Source: an optimization exercise on an open RTL-to-GDS flow (aim: small area, a short achievable clock period and few clock cycles per item). Production flows keep margins and buffers that such runs may drop. Function was checked by simulation only, so behaviour that the tests miss may differ from the original.

<file path="flow/constraint.sdc">
create_clock -name core_clock -period 28.0 [get_ports {clk}]
set_input_delay 5.6000 -clock core_clock [delete_from_list [all_inputs] [get_ports {clk}]]
set_output_delay 5.6000 -clock core_clock [all_outputs]
set_load 0.01 [all_outputs]
</file>
<file path="flow/run.sh">
#!/bin/bash
# synth_recipe.tcl (not shown) runs the flow's synth.tcl, then flattens the netlist and writes it again
# the make line also repeats each setting of config.mk as NAME=value (left out here)
make -C /OpenROAD-flow-scripts/flow DESIGN_CONFIG=/design/flow/config.mk WORK_HOME=/design/flow/orfs CLKGATE_MAP_FILE= SYNTH_SCRIPT=/design/flow/synth_recipe.tcl finish
</file>
<file path="flow/config.mk">
export PLATFORM = sky130hd
export DESIGN_NAME = gru_top
export DESIGN_NICKNAME = gru_top
export VERILOG_FILES = /design/flow/design.v
export SDC_FILE = /design/flow/constraint.sdc
export NUM_CORES = 4
export LEC_CHECK = 0
export CAP_MARGIN = 20
export CORE_MARGIN = 2
export CORE_UTILIZATION = 40
export SLEW_MARGIN = 20
</file>
<file path="flow/design.v">
`timescale 1ns / 1ps
module mult #(
    parameter INT_WIDTH = 8,    
    parameter FRAC_WIDTH = 8    
)(
    input  logic signed [INT_WIDTH+FRAC_WIDTH-1:0] a,
    input  logic signed [INT_WIDTH+FRAC_WIDTH-1:0] b,
    output logic signed [INT_WIDTH+FRAC_WIDTH-1:0] y
);
    localparam TOTAL_WIDTH = INT_WIDTH + FRAC_WIDTH;
    localparam PROD_WIDTH = 2 * TOTAL_WIDTH;
    logic signed [PROD_WIDTH-1:0] full_product;
    assign full_product = a * b;
    assign y = full_product[FRAC_WIDTH +: TOTAL_WIDTH];
endmodule
`timescale 1ns / 1ps
module sigmoid #(
    parameter int INT_WIDTH  = 8,
    parameter int FRAC_WIDTH = 8,
    parameter int WIDTH      = INT_WIDTH + FRAC_WIDTH
)(
    input  logic                     reset,
    input  logic signed [WIDTH-1:0]  x,
    output logic signed [WIDTH-1:0]  y
);
    localparam signed [WIDTH-1:0] CONST_0        = 0;
    localparam signed [WIDTH-1:0] CONST_1        = (1 << FRAC_WIDTH);
    localparam signed [WIDTH-1:0] CONST_015625   = (5 << FRAC_WIDTH) >> 5;
    localparam signed [WIDTH-1:0] CONST_0375     = (3 << FRAC_WIDTH) >> 3;
    localparam signed [WIDTH-1:0] CONST_05       = (1 << FRAC_WIDTH) >> 1;
    localparam signed [WIDTH-1:0] CONST_0625     = (5 << FRAC_WIDTH) >> 3;
    localparam signed [WIDTH-1:0] CONST_084375   = (27 << FRAC_WIDTH) >> 5;
    localparam signed [WIDTH-1:0] SLOPE_003125   = (1 << FRAC_WIDTH) >> 5;
    localparam signed [WIDTH-1:0] SLOPE_0125     = (1 << FRAC_WIDTH) >> 3;
    localparam signed [WIDTH-1:0] SLOPE_025      = (1 << FRAC_WIDTH) >> 2;
    localparam signed [WIDTH-1:0] BP_M5     = -(5 << FRAC_WIDTH);
    localparam signed [WIDTH-1:0] BP_M2375  = -((19 << FRAC_WIDTH) >> 3);
    localparam signed [WIDTH-1:0] BP_M1     = -(1 << FRAC_WIDTH);
    localparam signed [WIDTH-1:0] BP_P1     = (1 << FRAC_WIDTH);
    localparam signed [WIDTH-1:0] BP_P2375  = (19 << FRAC_WIDTH) >> 3;
    localparam signed [WIDTH-1:0] BP_P5     = (5 << FRAC_WIDTH);
    logic signed [2*WIDTH-1:0] mult;   
    always_comb begin
        mult = '0;
        if (reset)
            y = '0;
        else if (x <= BP_M5) begin
            y = CONST_0;
        end
        else if (x <= BP_M2375) begin
            mult   = $signed(x) * $signed(SLOPE_003125);
            y = CONST_015625 + (mult >>> FRAC_WIDTH);
        end
        else if (x <= BP_M1) begin
            mult   = $signed(x) * $signed(SLOPE_0125);
            y = CONST_0375 + (mult >>> FRAC_WIDTH);
        end
        else if (x <= BP_P1) begin
            mult   = $signed(x) * $signed(SLOPE_025);
            y = CONST_05 + (mult >>> FRAC_WIDTH);
        end
        else if (x <= BP_P2375) begin
            mult   = $signed(x) * $signed(SLOPE_0125);
            y = CONST_0625 + (mult >>> FRAC_WIDTH);
        end
        else if (x <= BP_P5) begin
            mult   = $signed(x) * $signed(SLOPE_003125);
            y = CONST_084375 + (mult >>> FRAC_WIDTH);
        end
        else begin
            y = CONST_1;
        end
    end
endmodule
module tanh #(
    parameter int INT_WIDTH  = 8,
    parameter int FRAC_WIDTH = 8,
    parameter int WIDTH      = INT_WIDTH + FRAC_WIDTH
)(
    input  logic                     reset,
    input  logic signed [WIDTH-1:0]  x,
    output logic signed [WIDTH-1:0]  y
);
    localparam signed [WIDTH-1:0] CONST_N1 = -(1 <<< FRAC_WIDTH);
    localparam signed [WIDTH-1:0] CONST_1  =  (1 <<< FRAC_WIDTH);
    localparam signed [WIDTH-1:0] TWO      =  (2 <<< FRAC_WIDTH);
    localparam signed [WIDTH-1:0] ONE      = (1 <<< FRAC_WIDTH);
    localparam signed [WIDTH-1:0] BP_M2 = -(2 <<< FRAC_WIDTH);
    localparam signed [WIDTH-1:0] BP_P2 =  (2 <<< FRAC_WIDTH);
    logic signed [WIDTH-1:0] x_times_2;
    logic signed [WIDTH-1:0] sigmoid_out;
    logic signed [WIDTH-1:0] sigmoid_out_times_2;
    logic signed [WIDTH-1:0] tanh_result;
    mult #(.INT_WIDTH(INT_WIDTH), .FRAC_WIDTH(FRAC_WIDTH)) mul_inst_1 (
        .a(x), .b( TWO ), .y(x_times_2)
    );
    sigmoid #(.INT_WIDTH(INT_WIDTH), .FRAC_WIDTH(FRAC_WIDTH)) sig_inst (
        .reset(reset), .x(x_times_2), .y(sigmoid_out)
    );
    mult #(.INT_WIDTH(INT_WIDTH), .FRAC_WIDTH(FRAC_WIDTH)) mul_inst_2 (
        .a(sigmoid_out), .b( TWO ), .y(sigmoid_out_times_2)
    );
    assign tanh_result = sigmoid_out_times_2 - ONE;
    always_comb begin
        if (reset)
            y = '0;
        else if (x <= BP_M2)
            y = CONST_N1;
        else if (x >= BP_P2)
            y = CONST_1;
        else
            y = tanh_result;
    end
endmodule
module gru_reset_gate_element #(
    parameter int D = 128,
    parameter int H = 256,
    parameter int INT_BITS = 16,
    parameter int FRAC_BITS = 8,
    parameter int DATA_WIDTH = INT_BITS + FRAC_BITS
) (
    input  logic                     clk,
    input  logic                     rst_n,
    input  logic                     valid_in,
    input  logic [D-1:0][DATA_WIDTH-1:0] x_t,
    input  logic [H-1:0][DATA_WIDTH-1:0] h_t_prev,
    input  logic [D-1:0][DATA_WIDTH-1:0] W_ir_row,
    input  logic [H-1:0][DATA_WIDTH-1:0] W_hr_row,
    input  logic signed [DATA_WIDTH-1:0] b_ir_n,
    input  logic signed [DATA_WIDTH-1:0] b_hr_n,
    output logic signed [DATA_WIDTH-1:0] r_t_n,
    output logic                          valid_out
);
    localparam int ACC_EXTRA_BITS = $clog2(D > H ? D : H) + 3;   
    localparam int ACC_WIDTH = DATA_WIDTH + ACC_EXTRA_BITS;
    logic signed [ACC_WIDTH-1:0] acc_x;
    logic signed [ACC_WIDTH-1:0] acc_h;
    logic [D-1:0][DATA_WIDTH-1:0] prod_x;
    logic [H-1:0][DATA_WIDTH-1:0] prod_h;
    logic signed [DATA_WIDTH-1:0] acc_x_sat;
    logic signed [DATA_WIDTH-1:0] acc_h_sat;
    logic signed [DATA_WIDTH-1:0] pre_act;
    logic signed [DATA_WIDTH-1:0] sigmoid_out;
    localparam signed [DATA_WIDTH-1:0] MAX_VAL = {1'b0, {(DATA_WIDTH-1){1'b1}}};   
    localparam signed [DATA_WIDTH-1:0] MIN_VAL = {1'b1, {(DATA_WIDTH-1){1'b0}}};   
    genvar i;
    generate
        for (i = 0; i < D; i++) begin : gen_mult_x
            mult #(
                .INT_WIDTH(INT_BITS),
                .FRAC_WIDTH(FRAC_BITS)
            ) mult_x_inst (
                .a(W_ir_row[i]),
                .b(x_t[i]),
                .y(prod_x[i])
            );
        end
    endgenerate
    generate
        for (i = 0; i < H; i++) begin : gen_mult_h
            mult #(
                .INT_WIDTH(INT_BITS),
                .FRAC_WIDTH(FRAC_BITS)
            ) mult_h_inst (
                .a(W_hr_row[i]),
                .b(h_t_prev[i]),
                .y(prod_h[i])
            );
        end
    endgenerate
    always_comb begin
        acc_x = $signed({{ACC_EXTRA_BITS{b_ir_n[DATA_WIDTH-1]}}, b_ir_n});   
        for (int j = 0; j < D; j++) begin
            acc_x = acc_x + $signed({{ACC_EXTRA_BITS{prod_x[j][DATA_WIDTH-1]}}, prod_x[j]});
        end
    end
    always_comb begin
        acc_h = $signed({{ACC_EXTRA_BITS{b_hr_n[DATA_WIDTH-1]}}, b_hr_n});   
        for (int j = 0; j < H; j++) begin
            acc_h = acc_h + $signed({{ACC_EXTRA_BITS{prod_h[j][DATA_WIDTH-1]}}, prod_h[j]});
        end
    end
    always_comb begin
        if (acc_x > $signed({{ACC_EXTRA_BITS{1'b0}}, MAX_VAL})) begin
            acc_x_sat = MAX_VAL;   
        end else if (acc_x < $signed({{ACC_EXTRA_BITS{1'b1}}, MIN_VAL})) begin
            acc_x_sat = MIN_VAL;   
        end else begin
            acc_x_sat = acc_x[DATA_WIDTH-1:0];   
        end
    end
    always_comb begin
        if (acc_h > $signed({{ACC_EXTRA_BITS{1'b0}}, MAX_VAL})) begin
            acc_h_sat = MAX_VAL;   
        end else if (acc_h < $signed({{ACC_EXTRA_BITS{1'b1}}, MIN_VAL})) begin
            acc_h_sat = MIN_VAL;   
        end else begin
            acc_h_sat = acc_h[DATA_WIDTH-1:0];   
        end
    end
    assign pre_act = acc_x_sat + acc_h_sat;
    sigmoid #(
        .INT_WIDTH(INT_BITS),
        .FRAC_WIDTH(FRAC_BITS)
    ) sigmoid_inst (
        .reset(~rst_n),
        .x(pre_act),
        .y(sigmoid_out)
    );
    always_ff @(posedge clk or negedge rst_n) begin
        if (!rst_n) begin
            r_t_n <= '0;
            valid_out <= 1'b0;
        end else begin
            r_t_n <= sigmoid_out;
            valid_out <= valid_in;
        end
    end
endmodule
module gru_update_gate_element #(
    parameter int D = 128,
    parameter int H = 256,
    parameter int INT_BITS = 16,
    parameter int FRAC_BITS = 8,
    parameter int DATA_WIDTH = INT_BITS + FRAC_BITS
) (
    input  logic                     clk,
    input  logic                     rst_n,
    input  logic                     valid_in,
    input  logic [D-1:0][DATA_WIDTH-1:0] x_t,
    input  logic [H-1:0][DATA_WIDTH-1:0] h_t_prev,
    input  logic [D-1:0][DATA_WIDTH-1:0] W_iz_row,
    input  logic [H-1:0][DATA_WIDTH-1:0] W_hz_row,
    input  logic signed [DATA_WIDTH-1:0] b_iz_n,
    input  logic signed [DATA_WIDTH-1:0] b_hz_n,
    output logic signed [DATA_WIDTH-1:0] z_t_n,
    output logic                          valid_out
);
    localparam int ACC_EXTRA_BITS = $clog2(D > H ? D : H) + 3;   
    localparam int ACC_WIDTH = DATA_WIDTH + ACC_EXTRA_BITS;
    logic signed [ACC_WIDTH-1:0] acc_x;
    logic signed [ACC_WIDTH-1:0] acc_h;
    logic [D-1:0][DATA_WIDTH-1:0] prod_x;
    logic [H-1:0][DATA_WIDTH-1:0] prod_h;
    logic signed [DATA_WIDTH-1:0] acc_x_sat;
    logic signed [DATA_WIDTH-1:0] acc_h_sat;
    logic signed [DATA_WIDTH-1:0] pre_act;
    logic signed [DATA_WIDTH-1:0] sigmoid_out;
    localparam signed [DATA_WIDTH-1:0] MAX_VAL = {1'b0, {(DATA_WIDTH-1){1'b1}}};   
    localparam signed [DATA_WIDTH-1:0] MIN_VAL = {1'b1, {(DATA_WIDTH-1){1'b0}}};   
    genvar i;
    generate
        for (i = 0; i < D; i++) begin : gen_mult_x
            mult #(
                .INT_WIDTH(INT_BITS),
                .FRAC_WIDTH(FRAC_BITS)
            ) mult_x_inst (
                .a(W_iz_row[i]),
                .b(x_t[i]),
                .y(prod_x[i])
            );
        end
    endgenerate
    generate
        for (i = 0; i < H; i++) begin : gen_mult_h
            mult #(
                .INT_WIDTH(INT_BITS),
                .FRAC_WIDTH(FRAC_BITS)
            ) mult_h_inst (
                .a(W_hz_row[i]),
                .b(h_t_prev[i]),
                .y(prod_h[i])
            );
        end
    endgenerate
    always_comb begin
        acc_x = $signed({{ACC_EXTRA_BITS{b_iz_n[DATA_WIDTH-1]}}, b_iz_n});   
        for (int j = 0; j < D; j++) begin
            acc_x = acc_x + $signed({{ACC_EXTRA_BITS{prod_x[j][DATA_WIDTH-1]}}, prod_x[j]});
        end
    end
    always_comb begin
        acc_h = $signed({{ACC_EXTRA_BITS{b_hz_n[DATA_WIDTH-1]}}, b_hz_n});   
        for (int j = 0; j < H; j++) begin
            acc_h = acc_h + $signed({{ACC_EXTRA_BITS{prod_h[j][DATA_WIDTH-1]}}, prod_h[j]});
        end
    end
    always_comb begin
        if (acc_x > $signed({{ACC_EXTRA_BITS{1'b0}}, MAX_VAL})) begin
            acc_x_sat = MAX_VAL;   
        end else if (acc_x < $signed({{ACC_EXTRA_BITS{1'b1}}, MIN_VAL})) begin
            acc_x_sat = MIN_VAL;   
        end else begin
            acc_x_sat = acc_x[DATA_WIDTH-1:0];   
        end
    end
    always_comb begin
        if (acc_h > $signed({{ACC_EXTRA_BITS{1'b0}}, MAX_VAL})) begin
            acc_h_sat = MAX_VAL;   
        end else if (acc_h < $signed({{ACC_EXTRA_BITS{1'b1}}, MIN_VAL})) begin
            acc_h_sat = MIN_VAL;   
        end else begin
            acc_h_sat = acc_h[DATA_WIDTH-1:0];   
        end
    end
    assign pre_act = acc_x_sat + acc_h_sat;
    sigmoid #(
        .INT_WIDTH(INT_BITS),
        .FRAC_WIDTH(FRAC_BITS)
    ) sigmoid_inst (
        .reset(~rst_n),
        .x(pre_act),
        .y(sigmoid_out)
    );
    always_ff @(posedge clk or negedge rst_n) begin
        if (!rst_n) begin
            z_t_n <= '0;
            valid_out <= 1'b0;
        end else begin
            z_t_n <= sigmoid_out;
            valid_out <= valid_in;
        end
    end
endmodule
module gru_new_gate_element #(
    parameter int D = 128,
    parameter int H = 256,
    parameter int INT_BITS = 16,
    parameter int FRAC_BITS = 8,
    parameter int DATA_WIDTH = INT_BITS + FRAC_BITS
) (
    input  logic                     clk,
    input  logic                     rst_n,
    input  logic                     valid_in,
    input  logic [D-1:0][DATA_WIDTH-1:0] x_t,
    input  logic [H-1:0][DATA_WIDTH-1:0] h_t_prev,
    input  logic signed [DATA_WIDTH-1:0] r_t_n,       
    input  logic [D-1:0][DATA_WIDTH-1:0] W_in_row,
    input  logic [H-1:0][DATA_WIDTH-1:0] W_hn_row,
    input  logic signed [DATA_WIDTH-1:0] b_in_n,
    input  logic signed [DATA_WIDTH-1:0] b_hn_n,
    output logic signed [DATA_WIDTH-1:0] n_t_n,
    output logic                          valid_out
);
    localparam int ACC_EXTRA_BITS = $clog2(D > H ? D : H) + 3;   
    localparam int ACC_WIDTH = DATA_WIDTH + ACC_EXTRA_BITS;
    logic signed [ACC_WIDTH-1:0] acc_x;
    logic signed [ACC_WIDTH-1:0] acc_h;
    logic [D-1:0][DATA_WIDTH-1:0] prod_x;
    logic [H-1:0][DATA_WIDTH-1:0] h_gated;
    logic [H-1:0][DATA_WIDTH-1:0] prod_h;
    logic signed [DATA_WIDTH-1:0] acc_x_sat;
    logic signed [DATA_WIDTH-1:0] acc_h_sat;
    logic signed [DATA_WIDTH-1:0] pre_act;
    logic signed [DATA_WIDTH-1:0] tanh_out;
    localparam signed [DATA_WIDTH-1:0] MAX_VAL = {1'b0, {(DATA_WIDTH-1){1'b1}}};   
    localparam signed [DATA_WIDTH-1:0] MIN_VAL = {1'b1, {(DATA_WIDTH-1){1'b0}}};   
    genvar i;
    generate
        for (i = 0; i < D; i++) begin : gen_mult_x
            mult #(
                .INT_WIDTH(INT_BITS),
                .FRAC_WIDTH(FRAC_BITS)
            ) mult_x_inst (
                .a(W_in_row[i]),
                .b(x_t[i]),
                .y(prod_x[i])
            );
        end
    endgenerate
    generate
        for (i = 0; i < H; i++) begin : gen_gate
            mult #(
                .INT_WIDTH(INT_BITS),
                .FRAC_WIDTH(FRAC_BITS)
            ) mult_gate_inst (
                .a(r_t_n),
                .b(h_t_prev[i]),
                .y(h_gated[i])
            );
        end
    endgenerate
    generate
        for (i = 0; i < H; i++) begin : gen_mult_h
            mult #(
                .INT_WIDTH(INT_BITS),
                .FRAC_WIDTH(FRAC_BITS)
            ) mult_h_inst (
                .a(W_hn_row[i]),
                .b(h_gated[i]),
                .y(prod_h[i])
            );
        end
    endgenerate
    always_comb begin
        acc_x = $signed({{ACC_EXTRA_BITS{b_in_n[DATA_WIDTH-1]}}, b_in_n});   
        for (int j = 0; j < D; j++) begin
            acc_x = acc_x + $signed({{ACC_EXTRA_BITS{prod_x[j][DATA_WIDTH-1]}}, prod_x[j]});
        end
    end
    always_comb begin
        acc_h = $signed({{ACC_EXTRA_BITS{b_hn_n[DATA_WIDTH-1]}}, b_hn_n});   
        for (int j = 0; j < H; j++) begin
            acc_h = acc_h + $signed({{ACC_EXTRA_BITS{prod_h[j][DATA_WIDTH-1]}}, prod_h[j]});
        end
    end
    always_comb begin
        if (acc_x > $signed({{ACC_EXTRA_BITS{1'b0}}, MAX_VAL})) begin
            acc_x_sat = MAX_VAL;   
        end else if (acc_x < $signed({{ACC_EXTRA_BITS{1'b1}}, MIN_VAL})) begin
            acc_x_sat = MIN_VAL;   
        end else begin
            acc_x_sat = acc_x[DATA_WIDTH-1:0];   
        end
    end
    always_comb begin
        if (acc_h > $signed({{ACC_EXTRA_BITS{1'b0}}, MAX_VAL})) begin
            acc_h_sat = MAX_VAL;   
        end else if (acc_h < $signed({{ACC_EXTRA_BITS{1'b1}}, MIN_VAL})) begin
            acc_h_sat = MIN_VAL;   
        end else begin
            acc_h_sat = acc_h[DATA_WIDTH-1:0];   
        end
    end
    assign pre_act = acc_x_sat + acc_h_sat;
    tanh #(
        .INT_WIDTH(INT_BITS),
        .FRAC_WIDTH(FRAC_BITS)
    ) tanh_inst (
        .reset(~rst_n),
        .x(pre_act),
        .y(tanh_out)
    );
    always_ff @(posedge clk or negedge rst_n) begin
        if (!rst_n) begin
            n_t_n <= '0;
            valid_out <= 1'b0;
        end else begin
            n_t_n <= tanh_out;
            valid_out <= valid_in;
        end
    end
endmodule
module gru_hidden_state_element #(
    parameter int INT_BITS = 16,
    parameter int FRAC_BITS = 8,
    parameter int DATA_WIDTH = INT_BITS + FRAC_BITS
) (
    input  logic                     clk,
    input  logic                     rst_n,
    input  logic                     valid_in,
    input  logic signed [DATA_WIDTH-1:0] z_t_n,       
    input  logic signed [DATA_WIDTH-1:0] n_t_n,       
    input  logic signed [DATA_WIDTH-1:0] h_t_prev_n,  
    output logic signed [DATA_WIDTH-1:0] h_t_n,
    output logic                          valid_out
);
    localparam signed [DATA_WIDTH-1:0] ONE = (1 << FRAC_BITS);
    logic signed [DATA_WIDTH-1:0] one_minus_z;
    logic signed [DATA_WIDTH-1:0] term1;   
    logic signed [DATA_WIDTH-1:0] term2;   
    logic signed [DATA_WIDTH-1:0] h_new;
    assign one_minus_z = ONE - z_t_n;
    mult #(
        .INT_WIDTH(INT_BITS),
        .FRAC_WIDTH(FRAC_BITS)
    ) mult_term1 (
        .a(one_minus_z),
        .b(n_t_n),
        .y(term1)
    );
    mult #(
        .INT_WIDTH(INT_BITS),
        .FRAC_WIDTH(FRAC_BITS)
    ) mult_term2 (
        .a(z_t_n),
        .b(h_t_prev_n),
        .y(term2)
    );
    assign h_new = term1 + term2;
    always_ff @(posedge clk or negedge rst_n) begin
        if (!rst_n) begin
            h_t_n <= '0;
            valid_out <= 1'b0;
        end else begin
            h_t_n <= h_new;
            valid_out <= valid_in;
        end
    end
endmodule
module gru_cell_parallel #(
    parameter int D = 64,
    parameter int H = 16,
    parameter int INT_BITS = 10,
    parameter int FRAC_BITS = 16,
    parameter int DATA_WIDTH = INT_BITS + FRAC_BITS,
    parameter int NUM_PARALLEL = 16
) (
    input  logic                     clk,
    input  logic                     rst_n,
    input  logic                     start,
    input  logic [D-1:0][DATA_WIDTH-1:0] x_t,
    input  logic [H-1:0][DATA_WIDTH-1:0] h_t_prev,
    input  logic [H-1:0][D-1:0][DATA_WIDTH-1:0] W_ir,
    input  logic [H-1:0][H-1:0][DATA_WIDTH-1:0] W_hr,
    input  logic [H-1:0][DATA_WIDTH-1:0] b_ir,
    input  logic [H-1:0][DATA_WIDTH-1:0] b_hr,
    input  logic [H-1:0][D-1:0][DATA_WIDTH-1:0] W_iz,
    input  logic [H-1:0][H-1:0][DATA_WIDTH-1:0] W_hz,
    input  logic [H-1:0][DATA_WIDTH-1:0] b_iz,
    input  logic [H-1:0][DATA_WIDTH-1:0] b_hz,
    input  logic [H-1:0][D-1:0][DATA_WIDTH-1:0] W_in,
    input  logic [H-1:0][H-1:0][DATA_WIDTH-1:0] W_hn,
    input  logic [H-1:0][DATA_WIDTH-1:0] b_in,
    input  logic [H-1:0][DATA_WIDTH-1:0] b_hn,
    output logic [H-1:0][DATA_WIDTH-1:0] h_t,
    output logic                          done
);
    typedef enum logic [3:0] {
        IDLE           = 4'd0,
        COMPUTE_RESET  = 4'd1,
        WAIT_RESET     = 4'd2,
        COMPUTE_UPDATE = 4'd3,
        WAIT_UPDATE    = 4'd4,
        COMPUTE_NEW    = 4'd5,
        WAIT_NEW       = 4'd6,
        COMPUTE_HIDDEN = 4'd7,
        WAIT_HIDDEN    = 4'd8,
        DONE_STATE     = 4'd9
    } state_t;
    state_t state, next_state;
    logic [$clog2(H+1)-1:0] index;
    logic [$clog2(H+1)-1:0] total_iters;
    logic [2:0] wait_count;
    logic valid_reset, valid_update, valid_new, valid_hidden;
    logic [H-1:0][DATA_WIDTH-1:0] r_t_storage;
    logic [H-1:0][DATA_WIDTH-1:0] z_t_storage;
    logic [H-1:0][DATA_WIDTH-1:0] n_t_storage;
    logic [H-1:0][DATA_WIDTH-1:0] h_t_storage;
    logic [NUM_PARALLEL-1:0][DATA_WIDTH-1:0] r_t_elem;
    logic [NUM_PARALLEL-1:0][DATA_WIDTH-1:0] z_t_elem;
    logic [NUM_PARALLEL-1:0][DATA_WIDTH-1:0] n_t_elem;
    logic [NUM_PARALLEL-1:0][DATA_WIDTH-1:0] h_t_elem;
    logic [NUM_PARALLEL-1:0] valid_out_r;
    logic [NUM_PARALLEL-1:0] valid_out_z;
    logic [NUM_PARALLEL-1:0] valid_out_n;
    logic [NUM_PARALLEL-1:0] valid_out_h;
    assign total_iters = (H + NUM_PARALLEL - 1) / NUM_PARALLEL;
    genvar p;
    generate
        for (p = 0; p < NUM_PARALLEL; p++) begin : gen_parallel_elements
            gru_reset_gate_element #(
                .D(D),
                .H(H),
                .INT_BITS(INT_BITS),
                .FRAC_BITS(FRAC_BITS),
                .DATA_WIDTH(DATA_WIDTH)
            ) reset_elem (
                .clk(clk),
                .rst_n(rst_n),
                .valid_in(valid_reset && ((index * NUM_PARALLEL + p) < H)),
                .x_t(x_t),
                .h_t_prev(h_t_prev),
                .W_ir_row((index * NUM_PARALLEL + p < H) ? W_ir[index * NUM_PARALLEL + p] : W_ir[0]),
                .W_hr_row((index * NUM_PARALLEL + p < H) ? W_hr[index * NUM_PARALLEL + p] : W_hr[0]),
                .b_ir_n((index * NUM_PARALLEL + p < H) ? b_ir[index * NUM_PARALLEL + p] : b_ir[0]),
                .b_hr_n((index * NUM_PARALLEL + p < H) ? b_hr[index * NUM_PARALLEL + p] : b_hr[0]),
                .r_t_n(r_t_elem[p]),
                .valid_out(valid_out_r[p])
            );
            gru_update_gate_element #(
                .D(D),
                .H(H),
                .INT_BITS(INT_BITS),
                .FRAC_BITS(FRAC_BITS),
                .DATA_WIDTH(DATA_WIDTH)
            ) update_elem (
                .clk(clk),
                .rst_n(rst_n),
                .valid_in(valid_update && ((index * NUM_PARALLEL + p) < H)),
                .x_t(x_t),
                .h_t_prev(h_t_prev),
                .W_iz_row((index * NUM_PARALLEL + p < H) ? W_iz[index * NUM_PARALLEL + p] : W_iz[0]),
                .W_hz_row((index * NUM_PARALLEL + p < H) ? W_hz[index * NUM_PARALLEL + p] : W_hz[0]),
                .b_iz_n((index * NUM_PARALLEL + p < H) ? b_iz[index * NUM_PARALLEL + p] : b_iz[0]),
                .b_hz_n((index * NUM_PARALLEL + p < H) ? b_hz[index * NUM_PARALLEL + p] : b_hz[0]),
                .z_t_n(z_t_elem[p]),
                .valid_out(valid_out_z[p])
            );
            gru_new_gate_element #(
                .D(D),
                .H(H),
                .INT_BITS(INT_BITS),
                .FRAC_BITS(FRAC_BITS),
                .DATA_WIDTH(DATA_WIDTH)
            ) new_elem (
                .clk(clk),
                .rst_n(rst_n),
                .valid_in(valid_new && ((index * NUM_PARALLEL + p) < H)),
                .x_t(x_t),
                .h_t_prev(h_t_prev),
                .r_t_n((index * NUM_PARALLEL + p < H) ? r_t_storage[index * NUM_PARALLEL + p] : '0),
                .W_in_row((index * NUM_PARALLEL + p < H) ? W_in[index * NUM_PARALLEL + p] : W_in[0]),
                .W_hn_row((index * NUM_PARALLEL + p < H) ? W_hn[index * NUM_PARALLEL + p] : W_hn[0]),
                .b_in_n((index * NUM_PARALLEL + p < H) ? b_in[index * NUM_PARALLEL + p] : b_in[0]),
                .b_hn_n((index * NUM_PARALLEL + p < H) ? b_hn[index * NUM_PARALLEL + p] : b_hn[0]),
                .n_t_n(n_t_elem[p]),
                .valid_out(valid_out_n[p])
            );
            gru_hidden_state_element #(
                .INT_BITS(INT_BITS),
                .FRAC_BITS(FRAC_BITS),
                .DATA_WIDTH(DATA_WIDTH)
            ) hidden_elem (
                .clk(clk),
                .rst_n(rst_n),
                .valid_in(valid_hidden && ((index * NUM_PARALLEL + p) < H)),
                .z_t_n((index * NUM_PARALLEL + p < H) ? z_t_storage[index * NUM_PARALLEL + p] : '0),
                .n_t_n((index * NUM_PARALLEL + p < H) ? n_t_storage[index * NUM_PARALLEL + p] : '0),
                .h_t_prev_n((index * NUM_PARALLEL + p < H) ? h_t_prev[index * NUM_PARALLEL + p] : '0),
                .h_t_n(h_t_elem[p]),
                .valid_out(valid_out_h[p])
            );
        end
    endgenerate
    always_ff @(posedge clk or negedge rst_n) begin
        if (!rst_n) begin
            state <= IDLE;
        end else begin
            state <= next_state;
        end
    end
    always_comb begin
        next_state = state;
        case (state)
            IDLE: begin
                if (start) begin
                    next_state = COMPUTE_RESET;
                end
            end
            COMPUTE_RESET: begin
                if (index >= total_iters) begin
                    next_state = WAIT_RESET;
                end
            end
            WAIT_RESET: begin
                if (wait_count >= 3'd2) begin   
                    next_state = COMPUTE_UPDATE;
                end
            end
            COMPUTE_UPDATE: begin
                if (index >= total_iters) begin
                    next_state = WAIT_UPDATE;
                end
            end
            WAIT_UPDATE: begin
                if (wait_count >= 3'd2) begin
                    next_state = COMPUTE_NEW;
                end
            end
            COMPUTE_NEW: begin
                if (index >= total_iters) begin
                    next_state = WAIT_NEW;
                end
            end
            WAIT_NEW: begin
                if (wait_count >= 3'd2) begin
                    next_state = COMPUTE_HIDDEN;
                end
            end
            COMPUTE_HIDDEN: begin
                if (index >= total_iters) begin
                    next_state = WAIT_HIDDEN;
                end
            end
            WAIT_HIDDEN: begin
                if (wait_count >= 3'd2) begin
                    next_state = DONE_STATE;
                end
            end
            DONE_STATE: begin
                next_state = IDLE;
            end
            default: next_state = IDLE;
        endcase
    end
    always_comb begin
        valid_reset = 1'b0;
        valid_update = 1'b0;
        valid_new = 1'b0;
        valid_hidden = 1'b0;
        case (state)
            COMPUTE_RESET:  valid_reset = 1'b1;
            COMPUTE_UPDATE: valid_update = 1'b1;
            COMPUTE_NEW:    valid_new = 1'b1;
            COMPUTE_HIDDEN: valid_hidden = 1'b1;
            default: ;
        endcase
    end
    always_ff @(posedge clk or negedge rst_n) begin
        if (!rst_n) begin
            index <= '0;
        end else begin
            case (state)
                IDLE: begin
                    if (start) begin
                        index <= '0;
                    end
                end
                COMPUTE_RESET, COMPUTE_UPDATE, COMPUTE_NEW, COMPUTE_HIDDEN: begin
                    index <= index + 1;
                end
                WAIT_RESET, WAIT_UPDATE, WAIT_NEW, WAIT_HIDDEN: begin
                    index <= '0;   
                end
                default: ;
            endcase
        end
    end
    always_ff @(posedge clk or negedge rst_n) begin
        if (!rst_n) begin
            wait_count <= '0;
        end else begin
            case (state)
                WAIT_RESET, WAIT_UPDATE, WAIT_NEW, WAIT_HIDDEN: begin
                    wait_count <= wait_count + 1;
                end
                default: begin
                    wait_count <= '0;
                end
            endcase
        end
    end
    always_ff @(posedge clk or negedge rst_n) begin
        if (!rst_n) begin
            for (int i = 0; i < H; i++) begin
                r_t_storage[i] <= '0;
                z_t_storage[i] <= '0;
                n_t_storage[i] <= '0;
                h_t_storage[i] <= '0;
            end
        end else begin
            for (int p = 0; p < NUM_PARALLEL; p++) begin
                if (valid_out_r[p] && ((index - 1) * NUM_PARALLEL + p < H) &&
                    (state == COMPUTE_RESET || state == WAIT_RESET)) begin
                    r_t_storage[(index - 1) * NUM_PARALLEL + p] <= r_t_elem[p];
                end
            end
            for (int p = 0; p < NUM_PARALLEL; p++) begin
                if (valid_out_z[p] && ((index - 1) * NUM_PARALLEL + p < H) &&
                    (state == COMPUTE_UPDATE || state == WAIT_UPDATE)) begin
                    z_t_storage[(index - 1) * NUM_PARALLEL + p] <= z_t_elem[p];
                end
            end
            for (int p = 0; p < NUM_PARALLEL; p++) begin
                if (valid_out_n[p] && ((index - 1) * NUM_PARALLEL + p < H) &&
                    (state == COMPUTE_NEW || state == WAIT_NEW)) begin
                    n_t_storage[(index - 1) * NUM_PARALLEL + p] <= n_t_elem[p];
                end
            end
            for (int p = 0; p < NUM_PARALLEL; p++) begin
                if (valid_out_h[p] && ((index - 1) * NUM_PARALLEL + p < H) &&
                    (state == COMPUTE_HIDDEN || state == WAIT_HIDDEN)) begin
                    h_t_storage[(index - 1) * NUM_PARALLEL + p] <= h_t_elem[p];
                end
            end
        end
    end
    always_ff @(posedge clk or negedge rst_n) begin
        if (!rst_n) begin
            done <= 1'b0;
            for (int i = 0; i < H; i++) begin
                h_t[i] <= '0;
            end
        end else begin
            if (state == DONE_STATE) begin
                done <= 1'b1;
                h_t <= h_t_storage;
            end else begin
                done <= 1'b0;
            end
        end
    end
endmodule
module gru_top #(
    parameter int D = 4,
    parameter int H = 4,
    parameter int INT_BITS = 10,
    parameter int FRAC_BITS = 6,
    parameter int DATA_WIDTH = INT_BITS + FRAC_BITS,
    parameter int NUM_PARALLEL = 1
) (
    input  logic                    clk,
    input  logic                    rst_n,
    input  logic                    cfg_we,
    input  logic [7:0]              cfg_addr,
    input  logic [DATA_WIDTH-1:0]   cfg_data,
    input  logic                    start,
    input  logic [D*DATA_WIDTH-1:0] x_t,
    output logic                    done,
    output logic [H*DATA_WIDTH-1:0] h_t
);
    localparam int GATE_WORDS = H*D + H*H + 2*H;
    localparam int OFS_WH = H*D;
    localparam int OFS_BI = H*D + H*H;
    localparam int OFS_BH = H*D + H*H + H;
    localparam int HID_BASE = 3*GATE_WORDS;
    logic [H-1:0][D-1:0][DATA_WIDTH-1:0] W_ir, W_iz, W_in;
    logic [H-1:0][H-1:0][DATA_WIDTH-1:0] W_hr, W_hz, W_hn;
    logic [H-1:0][DATA_WIDTH-1:0]        b_ir, b_hr, b_iz, b_hz, b_in, b_hn;
    logic [H-1:0][DATA_WIDTH-1:0]        h_t_prev;
    logic [H-1:0][DATA_WIDTH-1:0]        h_t_cell;
    logic [D-1:0][DATA_WIDTH-1:0]        x_vec;
    assign x_vec = x_t;
    assign h_t   = h_t_cell;
    always_ff @(posedge clk) begin
        if (cfg_we) begin
            for (int g = 0; g < 3; g++) begin
                for (int n = 0; n < H; n++) begin
                    for (int j = 0; j < D; j++) begin
                        if (cfg_addr == g*GATE_WORDS + n*D + j) begin
                            case (g)
                                0: W_ir[n][j] <= cfg_data;
                                1: W_iz[n][j] <= cfg_data;
                                default: W_in[n][j] <= cfg_data;
                            endcase
                        end
                    end
                    for (int k = 0; k < H; k++) begin
                        if (cfg_addr == g*GATE_WORDS + OFS_WH + n*H + k) begin
                            case (g)
                                0: W_hr[n][k] <= cfg_data;
                                1: W_hz[n][k] <= cfg_data;
                                default: W_hn[n][k] <= cfg_data;
                            endcase
                        end
                    end
                    if (cfg_addr == g*GATE_WORDS + OFS_BI + n) begin
                        case (g)
                            0: b_ir[n] <= cfg_data;
                            1: b_iz[n] <= cfg_data;
                            default: b_in[n] <= cfg_data;
                        endcase
                    end
                    if (cfg_addr == g*GATE_WORDS + OFS_BH + n) begin
                        case (g)
                            0: b_hr[n] <= cfg_data;
                            1: b_hz[n] <= cfg_data;
                            default: b_hn[n] <= cfg_data;
                        endcase
                    end
                end
            end
        end
    end
    gru_cell_parallel #(
        .D(D), .H(H),
        .INT_BITS(INT_BITS), .FRAC_BITS(FRAC_BITS),
        .DATA_WIDTH(DATA_WIDTH),
        .NUM_PARALLEL(NUM_PARALLEL)
    ) u_gru (
        .clk      (clk),
        .rst_n    (rst_n),
        .start    (start),
        .x_t      (x_vec),
        .h_t_prev (h_t_prev),
        .W_ir(W_ir), .W_hr(W_hr), .b_ir(b_ir), .b_hr(b_hr),
        .W_iz(W_iz), .W_hz(W_hz), .b_iz(b_iz), .b_hz(b_hz),
        .W_in(W_in), .W_hn(W_hn), .b_in(b_in), .b_hn(b_hn),
        .h_t      (h_t_cell),
        .done     (done)
    );
    always_ff @(posedge clk or negedge rst_n) begin
        if (!rst_n) begin
            for (int i = 0; i < H; i++) h_t_prev[i] <= '0;
        end else if (done) begin
            h_t_prev <= h_t_cell;
        end else if (cfg_we) begin
            for (int i = 0; i < H; i++)
                if (cfg_addr == HID_BASE + i) h_t_prev[i] <= cfg_data;
        end
    end
endmodule
</file>
==> results_dict.tcl <==
set metrics [dict create \
    outcome "no timing/DRC/antenna violations" \
    reg2reg_depth 77 \
    route.detailed.wl_per_inst_um 23.54 \
    hold_violations 0 \
    yosys_warnings 8 \
    netlist_instances 30580 \
    cts.clk_slew.worst_paths_ps 60 \
    crit_required_ps 28950 \
    post_cts_resized 0 \
    cts-root-buf "clkbuf_16" \
    port_buffers 156 \
    start_util 0.4013 \
    grt_pass1_wl_um 1456000 \
    synth_nets 38060 \
    min-delay-path-class "flop to flop" \
    synth_edf_count 1920 \
    cts_buffer_depth 4 \
    vias_per_cell 5.262 \
    synth_top_area_share 0.3374 \
    cp-end-kind "flop" \
    cts_setup_buffers 0 \
    whs_ps 440.3 \
    numCtsBuffers 274 \
    relSlewSlack 0.1851 \
    synth_xor_xnor_area_share 0.04037 \
    layout-drive-gt1-share 0.06237 \
    die_area_mm2 0.7685 \
    vias 214800 \
    cts_sinks 2380 \
    synth_top_area_cell "fa_1" \
    syn_area_per_cell_um2 9.961 \
    synth_top_family_by_area "adder cells" \
    r2r-start "u_gru.index[0]" \
    htreeDepth 5 \
    cpMaxStageDelayCell "nor4b_1" \
    hpwl_um 719400 \
    antenna_found_initial 65 \
    synth-adder-area-share 0.4299 \
    ys_types 112 \
    io_pins 157 \
    drtPass1Iterations 6 \
    place_congestion 0.9445 \
    globalRoute.totalOverflow 0 \
    synthesis.area_mm2 0.3046 \
    finClkSkew_ps 109.2 \
    r2r-end "u_gru.gen_parallel_elements[0].new_elem.n_t_n[14]" \
    yosysSeqAreaShare 0.2271 \
    synth_simple_gate_area_frac 0.1276 \
    die_x_um 876.7 \
    cts_tree "done" \
    crit_path_end "u_gru.gen_parallel_elements[0].new_elem.n_t_n[14]" \
    tightestPinTransition_ps 1210 \
    critPathKind "flop to flop" \
    grt_pass1_vias 228100 \
    drt_iter0_markers 18150 \
    layout_min_cycle_time_ps 24440 \
    setup_viol 0 \
    grt_setup_unrepaired "false" \
    fin_util 0.4338 \
    synthTopCellsByArea "fa_1, edfxtp_1, ha_1, inv_1, nand2_1" \
    row_count 320 \
    slowest_delay_ps 890 \
    track_usage 0.2497 \
    synth-async-reset-ratio 0.1933 \
    final_antenna_net_count 0 \
    drcViolationCount 0 \
    synth-main-ff-cell "edfxtp_1" \
    path_max_fanout 64 \
    area_growth_pct 8.103 \
    start_kind "flop" \
    drt_wl_total_um 960600 \
    crit_start "u_gru.index[0]" \
    fmax_mhz 40.92 \
    clock_latency_ps 1020 \
    post-route-period-util 0.8728 \
    synth_mux_area_frac 0.02946 \
    cap_violations 0 \
    hold_buffers 0 \
    synth_compound_area_frac 0.05074 \
    synth_seq_cells 2380 \
    synth.top_cells.by_count "inv_1, fa_1, nand2_1" \
    slew_viol_final 0 \
    die_h_um 876.7 \
    layout.nets 37900 \
    arrival_ps 25390 \
    ff2ff_setup_slack_ps 3560 \
    timing.critical_path.mode_cell "fa_1" \
    grt_max_degree 164 \
    finalSetupTns_ps 0 \
    synth_most_common_cell "inv_1" \
    core_mm2 0.7591 \
]
[how the worst min path moves through the flow]
stage	start	endpoint	slack, ps	depth (start not counted)
floorplan	u_gru.wait_count[0]	u_gru.wait_count[0]	410	1
global placement	u_gru.wait_count[0]	u_gru.wait_count[0]	420	1
detailed placement	u_gru.wait_count[0]	u_gru.wait_count[0]	440	1
CTS	u_gru.wait_count[0]	u_gru.wait_count[0]	440	1
global route	u_gru.wait_count[0]	u_gru.wait_count[0]	470	1
finish	u_gru.wait_count[0]	u_gru.wait_count[0]	440	1
[critical path, delay by kind of cell, from the launching register on]
kind                     cells  cell delay [ps]
XOR/XNOR                    14             3570
flip-flops                   1              740
AND/OR/NAND/NOR             12             3310
AO/OA/AOI/OAI               24             6570
adder cells (fa/ha/maj)     20             8370
buffers and inverters        7             1650
[stage by stage]
stage / setup slack, ps / instance area [um2] / cells
floorplan: 5672 / 304600 / 30580
global placement: 3709 / 320000 / 40290
detailed placement: 3758 / 320100 / 40290
CTS: 3691 / 329200 / 40780
global route: 2248 / 329200 / 40790
finish: 3561 / 329300 / 40810
[per-layer routing]
| layer | vias to the layer above | routed length [um] | share of wire | GRT usage |
|---|---|---|---|---|
| met1 | 111500 | 387600 | 0.40 | 0.3302 |
| met4 | 20 | 50070 | 0.052 | 0.1070 |
| li1 | 93540 | - | - | - |
| met5 | - | 145 | 0.00015 | 0 |
| met3 | 1631 | 77560 | 0.081 | 0.04193 |
| met2 | 8127 | 445200 | 0.46 | 0.4073 |
[final cells by class]
class / count / area (um2)
fillers: 72830 / 429800
multi-input cells: 20580 / 207200
flip-flops and latches: 2380 / 69230
inverters: 6241 / 23440
well taps: 10140 / 12690
repair buffers: 954 / 7615
clock buffers: 336 / 7242
clock inverters: 153 / 1851
diodes: 30 / 75.07
[registers in the layout, summed over array words and instances (netlist names), 256 cells and up]
signal  count
W_hn      256
W_hz      256
W_ir      256
W_in      256
W_hr      256
W_iz      256
[cells in the final DEF, fill, tap and decap left out, drive strengths merged, types with 156 or more instances in the layout]
| cell type | Yosys | layout |
|---|---|---|
| a21oi | 794 | 794 |
| a22o | 165 | 165 |
| and2 | 1683 | 1683 |
| and3 | 351 | 351 |
| buf | 204 | 824 |
| clkbuf | 1180 | 351 |
| dfrtp | 460 | 460 |
| edfxtp | 1920 | 1920 |
| fa | 5134 | 5134 |
| ha | 2252 | 2252 |
| inv | 6239 | 6264 |
| mux2 | 220 | 220 |
| mux2i | 521 | 521 |
| nand2 | 4380 | 4380 |
| nor2 | 1333 | 1333 |
| nor2b | 156 | 156 |
| o21ai | 726 | 726 |
| or2 | 156 | 156 |
| xnor2 | 1096 | 1096 |
| xor2 | 267 | 267 |
[cells by family after synthesis]
logic type	count (synthesis)
and+or+nand+nor	8527
muxes	797
buffers and inverters	7625
DFF	2380
AOI/OAI and AO/OA	2489
xor gates and xnor gates	1376
adders and majority gates	7386
Testbench counts, summed over its fixed seeds: cycles 4,360, steps 128.

-- separate check: timing with driven ports --
No port has a modelled driver above. Below, the same layout with a new extraction and two added sets of constraints.
Step 1 assumes that a clkbuf_16 drives the clock port and a buf_2 every other input.
Step 2 times the ports against the registers' clock, not the clock port: input delays grow and output delays shrink by t, the midpoint of the rising clock arrivals with the driver on.
Slacks: no drivers / after step 1 / after step 2; pairs: no drivers / after step 1.
t (ns): 1.090
setup WS [ns]: 3.561 / 3.561 / 3.561
cell pins on the clock port's net: 1
After both steps setup and hold are still met in this run. The setup slack of this run moves by 0.000 ns with the drivers and by 0.000 ns with both steps.
